What follows belongs to an exercise in optimizing a design on an open flow for small area, a short achievable clock period and few clock cycles; a production flow would make more cautious choices.
Where RTL was checked, it was by simulation tests only, not by an equivalence proof against the original.
No driver is modelled on the clock port, so clock power and skew are understated where the tree is cut down; a real chip needs a root buffer or a tree.

== try-maple ==
==> flow/design.v (excerpt) <==
module HT_TOP(
    input clk,
    input rst_n,
    input in_valid,
    input [2:0] in_weight,
    input out_mode,
    output reg out_valid,
    output reg out_code
);
function [3:0] add3(input [2:0] a, input [2:0] b);
    reg [2:0] g, p; reg [3:0] c;
    begin
        g = a & b; p = a ^ b;
        c[0] = 1'b0;
        c[1] = g[0];
        c[2] = g[1] | (p[1] & g[0]);
        c[3] = g[2] | (p[2] & g[1]) | (p[2] & p[1] & g[0]);
        add3 = {c[3], p ^ c[2:0]};
    end
endfunction
function [5:0] add6(input [5:0] a, input [5:0] b);
    reg [5:0] g, p, c;
    begin
        g = a & b; p = a ^ b;
        c[0] = 1'b0;
        c[1] = g[0];
        c[2] = g[1] | (p[1] & g[0]);
        c[3] = g[2] | (p[2] & g[1]) | (p[2] & p[1] & g[0]);
        c[4] = g[3] | (p[3] & g[2]) | (p[3] & p[2] & g[1]) | (p[3] & p[2] & p[1] & g[0]);
        c[5] = g[4] | (p[4] & g[3]) | (p[4] & p[3] & g[2]) | (p[4] & p[3] & p[2] & g[1])
             | (p[4] & p[3] & p[2] & p[1] & g[0]);
        add6 = p ^ c;
    end
endfunction
function ge3(input [2:0] a, input [2:0] b);
    reg [2:0] gt, lt;
    begin
        gt = a & ~b; lt = ~a & b;
        ge3 = ~(lt[2] | (~gt[2] & (lt[1] | (~gt[1] & lt[0]))));
    end
endfunction
function ge6(input [5:0] a, input [5:0] b);
    reg [5:0] gt, lt;
    begin
        gt = a & ~b; lt = ~a & b;
        ge6 = ~(lt[5] | (~gt[5] & (lt[4] | (~gt[4] & (lt[3] | (~gt[3] &
              (lt[2] | (~gt[2] & (lt[1] | (~gt[1] & lt[0]))))))))));
    end
endfunction
localparam IDLE = 2'd0, IN = 2'd1, MERGE = 2'd2, OUT = 2'd3;
  ...
For scale: roughly 960 cells after synthesis, ~9100 um^2 of cells after synthesis.
clock: 6.0 ns
lec_check: 0
cap_margin: 20
core_margin: 2
core_utilization: 50
setup_slack_margin: 3.9
slew_margin: 20
run.sh (not shown) runs the stock make flow with config.mk's settings and CLKGATE_MAP_FILE= SYNTH_SCRIPT=/design/flow/synth_recipe.tcl, a recipe that flattens the netlist after the stock synthesis.
Testbench counts of try-maple, summed over its fixed seeds: cycles 16,645.
Relative to try-maple, the following input files were edited for try-quartz:
- SETUP_SLACK_MARGIN now 3.6, was 3.9
- CORE_UTILIZATION now 40, was 50
### Flow results
Cmp try-quartz and try-maple / utilization of the core after routing / lower: try-quartz. Taking try-maple as the reference, in try-quartz maximum frequency has increased, well-tap cell count moved up, signed area change from the synthesized netlist to the final layout went down by 16 points.
> inputs changed (try-quartz -> try-willow)
- SETUP_SLACK_MARGIN: 3.6 -> 3.3
## What came out
- In try-willow, the instance count on the critical path came out 1 above the value in try-quartz.
- Cmp try-willow and try-quartz / detailed-route wire length per cell / higher: try-quartz
- Final cell count of try-willow falls short of that of try-quartz by a few percent.
- Number of gates resized after CTS ended up 56 lower on try-willow than on try-quartz.
- What try-quartz reported for fmax has to be multiplied by 0.922 to get the figure for try-willow.
- Per the comparison of try-willow with try-quartz, post-route worst setup slack shows a reduction of 0.21 ns, largest clock skew in the final design shows no meaningful change.
- Normalized max-slew margin: try-willow vs try-quartz down 2.4 points
- | period utilization | lower: try-quartz |
- NOTE: global-route usage over all layers in try-willow falls short of that of try-quartz

* * *

HT_TOP, a different RTL version from the one above (not shown whole).
Size: ~1000 cells after synthesis, roughly 140 flip-flops, about 9100 µm² of cells after synthesis.
clock: 6.0 ns
lec_check: 0
cap_margin: 20
core_margin: 2
core_utilization: 65
setup_slack_margin: 4.0
slew_margin: 20
The first run stopped in 5_1_grt with GRT-0232.
Change:
- CORE_UTILIZATION: 65 -> 40
- SETUP_SLACK_MARGIN: 4.0 -> 3.6
What happened: This time the run finished with timing, DRC and antenna clean. Synthesized cell count stays the same. Area after synthesis stays the same.
No functional check of the RTL was part of any run of this note.

* * *

Another version of the RTL of HT_TOP (not shown whole).
Size: about 140 flip-flops, ~9 I/O pins, about 8400 um2 of cells after synthesis.
Design HT_TOP, start of the top module:
module HT_TOP(
    input clk,
    input rst_n,
    input in_valid,
    input [2:0] in_weight,
    input out_mode,
    output reg out_valid,
    output reg out_code
);
clock: 6.0 ns
lec_check: 0
cap_margin: 20
core_margin: 2
core_utilization: 40
setup_slack_margin: 3.9
slew_margin: 20
The starting point completed without violations.
Then changed:
SETUP_SLACK_MARGIN = 3.6   (was 3.9)
After rerunning:
- The new run went through all stages and came out clean
- first-iteration DRC count goes down by 17%
- design area goes down by 17%
- die area is unchanged
Function was not checked in any run of this note: the RTL went through the layout flow alone.

* * *

Setup of the reference run:
Another version of the RTL of HT_TOP (not shown whole).
Size in the first run: about 140 flip-flops, ~9 I/O pins.
==> flow/config.mk <==
export PLATFORM = sky130hd
export DESIGN_NAME = HT_TOP
export DESIGN_NICKNAME = HT_TOP
export VERILOG_FILES = /design/flow/design.v
export SDC_FILE = /design/flow/constraint.sdc
export NUM_CORES = 4
export LEC_CHECK = 0
export ABC_AREA = 1
export CAP_MARGIN = 20
export CORE_MARGIN = 2
export CORE_UTILIZATION = 40
export SETUP_SLACK_MARGIN = 4.0
export SLEW_MARGIN = 20
==> flow/constraint.sdc <==
create_clock -name core_clock -period 6.0 [get_ports {clk}]
set_input_delay 1.2000 -clock core_clock [delete_from_list [all_inputs] [get_ports {clk}]]
set_output_delay 1.2000 -clock core_clock [all_outputs]
set_load 0.01 [all_outputs]
standard.sh (not shown) runs the stock make flow with config.mk's settings and CLKGATE_MAP_FILE= SYNTH_SCRIPT=/design/flow/synth_recipe.tcl, a recipe that flattens the netlist after the stock synthesis.
==> flow/flow/run.sh <==
#!/bin/bash
# Own flow: the standard layout, with a hook after CTS that replaces the
# clock tree by four clkbuf_16 fed by the clock port (flow/reclk.tcl).
set -euo pipefail
W=$(pwd)
export FLOW_FLOW_DIR="$W/flow"
export POST_CTS_TCL="$W/flow/post_cts.tcl"
bash standard.sh finish > "$W/standard_flow.log" 2>&1
Other scripts of this flow, unchanged in this note and not shown: flow/flow/post_cts.tcl, flow/flow/reclk.tcl
[inputs] the trial run vs the reference run
Settings: SETUP_SLACK_MARGIN changed from 4.0 to 3.9.
Results
Comparing the reference run and the trial run, the higher critical path depth was measured on the trial run. Hold slack across the reference run and the trial run: no real change. Per the comparison of the trial run with the reference run, maximum clock frequency saw a decrease.
No functional check of the RTL was part of any run of this note. In every run of this note, the design's own scripts or RTL, not TritonCTS, make the clock network.

## static timing again, ports no longer ideal
The results above use ideal ports. As a check the final layouts listed here were re-extracted and re-timed, cells and wires unchanged. Step 1, drivers: a clkbuf_16 drives clk and a buf_2 each remaining input, both assumed. Step 2 times the ports against the registers' clock, not the clock port: input delays grow and output delays shrink by t, the midpoint of the rising clock arrivals with the driver on. a / b / c = ideal / step 1 / step 2; a / b = the first two.
run	t (ns)	setup WS [ns]	hold slack, ns	cell pins on the clock port's net
try-maple	0.484	3.496 / 3.436 / 2.952	0.493 / 0.493 / 0.493	1
try-quartz	0.478	3.511 / 3.460 / 2.982	0.488 / 0.488 / 0.488	1
try-willow	0.472	3.300 / 3.305 / 2.834	0.483 / 0.483 / 0.483	1
the second run of note 2	0.473	3.491 / 3.478 / 3.005	0.462 / 0.462 / 0.462	1
the first run of note 3	0.478	3.479 / 3.479 / 3.479	0.463 / 0.463 / 0.463	1
the second run of note 3	0.462	3.422 / 3.422 / 3.422	0.475 / 0.475 / 0.475	1
the reference run	0.322	4.017 / 3.950 / 3.891	0.469 / 0.469 / 0.469	4
the trial run	0.324	4.005 / 3.933 / 3.894	0.467 / 0.467 / 0.467	4
After both steps setup and hold are still met in every run listed. The setup slack of try-maple, which loses most, moves by -0.060 ns with the drivers and by -0.544 ns with both steps.
